Background: an optimization exercise with open tools, aiming at small area, a short achievable clock period and few clock cycles per item. Do not read the settings as production practice.
Function was checked by simulation only, so behaviour that the tests miss may differ from the original.
Power and IR drop assume default switching activity.

// restoring_divider
module restoring_divider #(
  parameter DIV_WIDTH = 16
) (
  input                      clk,
  input                      rst_n,
  input                      start,
  input                      sign,
  input      [DIV_WIDTH-1:0] in1,
  input      [DIV_WIDTH-1:0] in2,
  output     [DIV_WIDTH-1:0] q,
  output     [DIV_WIDTH-1:0] r,
  output reg                 ready
);
Size: roughly 480 cells after synthesis, ~58 flip-flops, roughly 69 I/O pins, roughly 0.0043 mm2 of cells after synthesis.
export LEC_CHECK = 0
export CAP_MARGIN = 20
export CORE_MARGIN = 2
export CORE_UTILIZATION = 40
export SLEW_MARGIN = 20
create_clock -name core_clock -period 15.0 [get_ports {clk}]
standard.sh (not shown) runs the stock make flow with config.mk's settings and CLKGATE_MAP_FILE= SYNTH_SCRIPT=/design/flow/synth_recipe.tcl, a recipe that flattens the netlist after the stock synthesis.
==> flow/flow/run.sh <==
#!/bin/bash
# Standard ORFS layout (the standard.sh, standard synthesis), with two
# layout choices: plain buf_1 cells as the port buffers, and timing repair
# aiming for 10.8 ns of setup slack (a tighter target than the 15 ns clock
# needs). The SDC and clock period are unchanged. make's output goes to
# flow_make.log; each ORFS step keeps its own log under orfs/logs.
set -uo pipefail
bash standard.sh "BUFFER_PORTS_ARGS=-buffer_cell sky130_fd_sc_hd__buf_1" SETUP_SLACK_MARGIN=10.8  finish > flow_make.log 2>&1
Testbench counts at the start, summed over its fixed seeds: cycles 18,830, items 1,600.
Edit:
==> flow/flow/run.sh (replaced) <==
#!/bin/bash
# Standard ORFS layout (the standard.sh, standard synthesis), with two
# layout choices: plain buf_1 cells as the port buffers, and timing repair
# aiming for 10.7 ns of setup slack (a tighter target than the 15 ns clock
# needs). The SDC and clock period are unchanged. make's output goes to
# flow_make.log; each ORFS step keeps its own log under orfs/logs.
set -uo pipefail
bash standard.sh "BUFFER_PORTS_ARGS=-buffer_cell sky130_fd_sc_hd__buf_1" SETUP_SLACK_MARGIN=10.7 REMOVE_ABC_BUFFERS=1 finish > flow_make.log 2>&1
Effect: Routed wire length is higher by 2.4%. Cell area barely changes. Setup slack got worse by 0.0089 ns. Critical path depth is unchanged. Non-clock buffer count is higher by 1.


pepper:
The RTL this note starts from:
==> flow/design.v <==
module full_adder (
  input  in1,
  input  in2,
  input  cin,
  output sum,
  output cout
);
  assign sum  = in1 ^ in2 ^ cin;
  assign cout = (in1 & in2) | (in1 & cin) | (in2 & cin);
endmodule
module ripple_carry_adder #(
  parameter BUS_WIDTH = 32
) (
  input                  add_sub_b,
  input                  sign,
  input  [BUS_WIDTH-1:0] in1,
  input  [BUS_WIDTH-1:0] in2,
  output [BUS_WIDTH-1:0] out,
  output                 z,
  output                 n,
  output                 c,
  output                 v
);
  wire [BUS_WIDTH:0] carry;
  assign carry[0] = add_sub_b;
  assign z        = ~(|out);
  assign n        = (sign) ? out[BUS_WIDTH-1] : 1'b0;
  assign c        = carry[BUS_WIDTH];
  assign v        = (sign) ? carry[BUS_WIDTH] ^ carry[BUS_WIDTH-1] : 1'b0;
  genvar i;
  generate
    for (i = 0; i < BUS_WIDTH; i = i + 1) begin : rca_slice
      full_adder fa (
        .cin (carry[i]),
        .in1 (in1[i]),
        .in2 (in2[i] ^ add_sub_b),
        .sum (out[i]),
        .cout(carry[i+1])
      );
    end
  endgenerate
endmodule
module restoring_divider #(
  parameter DIV_WIDTH = 16
) (
  input                      clk,
  input                      rst_n,
  input                      start,
  input                      sign,
  input      [DIV_WIDTH-1:0] in1,
  input      [DIV_WIDTH-1:0] in2,
  output     [DIV_WIDTH-1:0] q,
  output     [DIV_WIDTH-1:0] r,
  output reg                 ready
);
  reg  [15:0] d_reg;      
  reg         aneg, bneg;
  reg  [15:0] r_reg;      
  reg  [15:0] a_reg;      
  reg  [4:0]  cnt;        
  reg         run, fix;
  reg         f_reg;      
  wire qneg = aneg ^ bneg;
  wire [19:0] x4 = {r_reg, a_reg[15:12]};
  reg  [15:0] tmask;      
  integer j;
  always @(*) begin
    for (j = 0; j < 16; j = j + 1)
      tmask[j] = ~|(d_reg >> (j + 1));
  end
  wire hi_set  = |x4[19:16] | |(x4[15:0] & tmask);
  wire lo_ones = &(x4[15:0] | tmask);
  wire skip    = ~hi_set & ~lo_ones & ~cnt[4] & ~(cnt[3] & cnt[2] & (cnt[1] | cnt[0]));
  wire [16:0] x   = {r_reg, a_reg[15]};
  wire [17:0] z   = {1'b0, x} + {2'b11, ~d_reg} + {17'd0, ~bneg};
  wire        qb  = ~z[17];
  wire [4:0]  cnt_n = cnt + (skip ? 5'd4 : 5'd1);
  wire        z_ones = &z[16:0];
  wire        sp  = aneg & f_reg;
  always @(posedge clk) begin
    d_reg <= in2 ^ {16{sign & in2[15]}};
    aneg  <= sign & in1[15];
    bneg  <= sign & in2[15];
    if (!rst_n) begin
      ready <= 1'b1;
      run   <= 1'b0;
      fix   <= 1'b0;
    end else if (ready) begin
      if (start) begin
        ready <= 1'b0;
        run   <= 1'b1;
        cnt   <= 5'd0;
        r_reg <= 16'd0;
        a_reg <= in1 ^ {16{sign & in1[15]}};
      end
    end else if (run) begin
      if (skip) begin
        r_reg <= x4[15:0];
        a_reg <= {a_reg[11:0], {4{qneg}}};
        f_reg <= 1'b0;
      end else begin
        r_reg <= qb ? z[15:0] : x[15:0];
        a_reg <= {a_reg[14:0], qb ^ qneg};
        f_reg <= z_ones | (f_reg & x[0]);
      end
      cnt <= cnt_n;
      if (cnt_n[4]) begin
        run   <= 1'b0;
        fix   <= aneg | bneg;
        ready <= ~(aneg | bneg);
      end
    end else if (fix) begin
      if (aneg) r_reg <= sp ? 16'd0 : ~r_reg;
      a_reg <= a_reg + {15'd0, sp ^ qneg};
      fix   <= 1'b0;
      ready <= 1'b1;
    end
  end
  assign q = a_reg;
  assign r = r_reg;
endmodule
==> flow/config.mk <==
export PLATFORM = sky130hd
export DESIGN_NAME = restoring_divider
export DESIGN_NICKNAME = restoring_divider
export VERILOG_FILES = /design/flow/design.v
export SDC_FILE = /design/flow/constraint.sdc
export NUM_CORES = 4
export LEC_CHECK = 0
export CAP_MARGIN = 20
export CORE_MARGIN = 2
export CORE_UTILIZATION = 40
export SLEW_MARGIN = 20
==> flow/constraint.sdc <==
create_clock -name core_clock -period 15.0 [get_ports {clk}]
set_input_delay 3.0000 -clock core_clock [delete_from_list [all_inputs] [get_ports {clk}]]
set_output_delay 3.0000 -clock core_clock [all_outputs]
set_load 0.01 [all_outputs]
==> flow/flow/run.sh <==
#!/bin/bash
# Standard ORFS layout (the standard.sh, standard synthesis), with two
# layout choices: plain buf_1 cells as the port buffers, and timing repair
# aiming for 10.7 ns of setup slack (a tighter target than the 15 ns clock
# needs). The SDC and clock period are unchanged. make's output goes to
# flow_make.log; each ORFS step keeps its own log under orfs/logs.
set -uo pipefail
bash standard.sh "BUFFER_PORTS_ARGS=-buffer_cell sky130_fd_sc_hd__buf_1" SETUP_SLACK_MARGIN=10.7 CTS_BUF_LIST=sky130_fd_sc_hd__clkbuf_4 finish > flow_make.log 2>&1
pepper | stages: all done | timing, DRC, antenna: all pass
Testbench counts of pepper, summed over its fixed seeds: cycles 18,830, items 1,600.
Input changes introduced in umber (baseline for comparison: pepper):
-- flow/flow/run.sh --
<<< pepper, line 7
set -uo pipefail
bash standard.sh "BUFFER_PORTS_ARGS=-buffer_cell sky130_fd_sc_hd__buf_1" SETUP_SLACK_MARGIN=10.7 CTS_BUF_LIST=sky130_fd_sc_hd__clkbuf_4 finish > flow_make.log 2>&1
>>> umber, line 7
set -uo pipefail
bash standard.sh "BUFFER_PORTS_ARGS=-buffer_cell sky130_fd_sc_hd__buf_1" SETUP_SLACK_MARGIN=10.7 CTS_CLUSTER_SIZE=64 CTS_CLUSTER_DIAMETER=300 CTS_BUF_LIST=sky130_fd_sc_hd__clkbuf_16 finish > flow_make.log 2>&1
--- outcome ---
umber: PASS, flow complete, no timing, DRC or antenna violations
Fraction of power consumed by the clock network, umber and pepper, lower one = pepper.
First-pass GRT wire length: umber > pepper
Against pepper, umber reports a layout-stage area growth over the synthesis result that is higher.
On global-route usage, pepper tracks umber almost exactly.
Where worst-case hold slack is concerned, pepper is better than umber.
A startpoint of the most critical setup path of ready$_SDFF_PN1_ is what umber shows, while a_reg[13]$_DFFE_PP_ belongs to pepper.

-- what the ideal ports hide --
In the flow no input, the clock included, has a driving cell. The finished layouts below were timed again as built, in two steps.
Step 1: set_driving_cell puts a clkbuf_16 on clk and a buf_2 on each other input, an assumption about the parent block.
Step 2, shift: input delay + t, output delay - t, t = (earliest + latest rising clock arrival at the registers) / 2. This alone moves slack from input paths to output paths.
Slacks: ideal / step 1 / step 2; pairs: ideal / step 1.
run | shift t [ns] | slack for setup (ns) | worst hold slack (ns) | worst data-port slew with drivers (ns)
the first run of note 1 | 0.369 | 10.894 / 10.861 / 10.583 | 0.517 / 0.517 / 0.517 | 0.04
the second run of note 1 | 0.374 | 10.885 / 10.853 / 10.534 | 0.538 / 0.538 / 0.538 | 0.03
pepper | 0.452 | 10.762 / 10.730 / 10.439 | 0.515 / 0.515 / 0.515 | 0.04
umber | 0.366 | 10.832 / 10.795 / 10.690 | 0.508 / 0.508 / 0.508 | 0.04
After both steps every run listed still meets setup and hold. For the second run of note 1, which loses most, drivers alone change the setup slack by -0.032 ns; drivers and shift together by -0.351 ns.
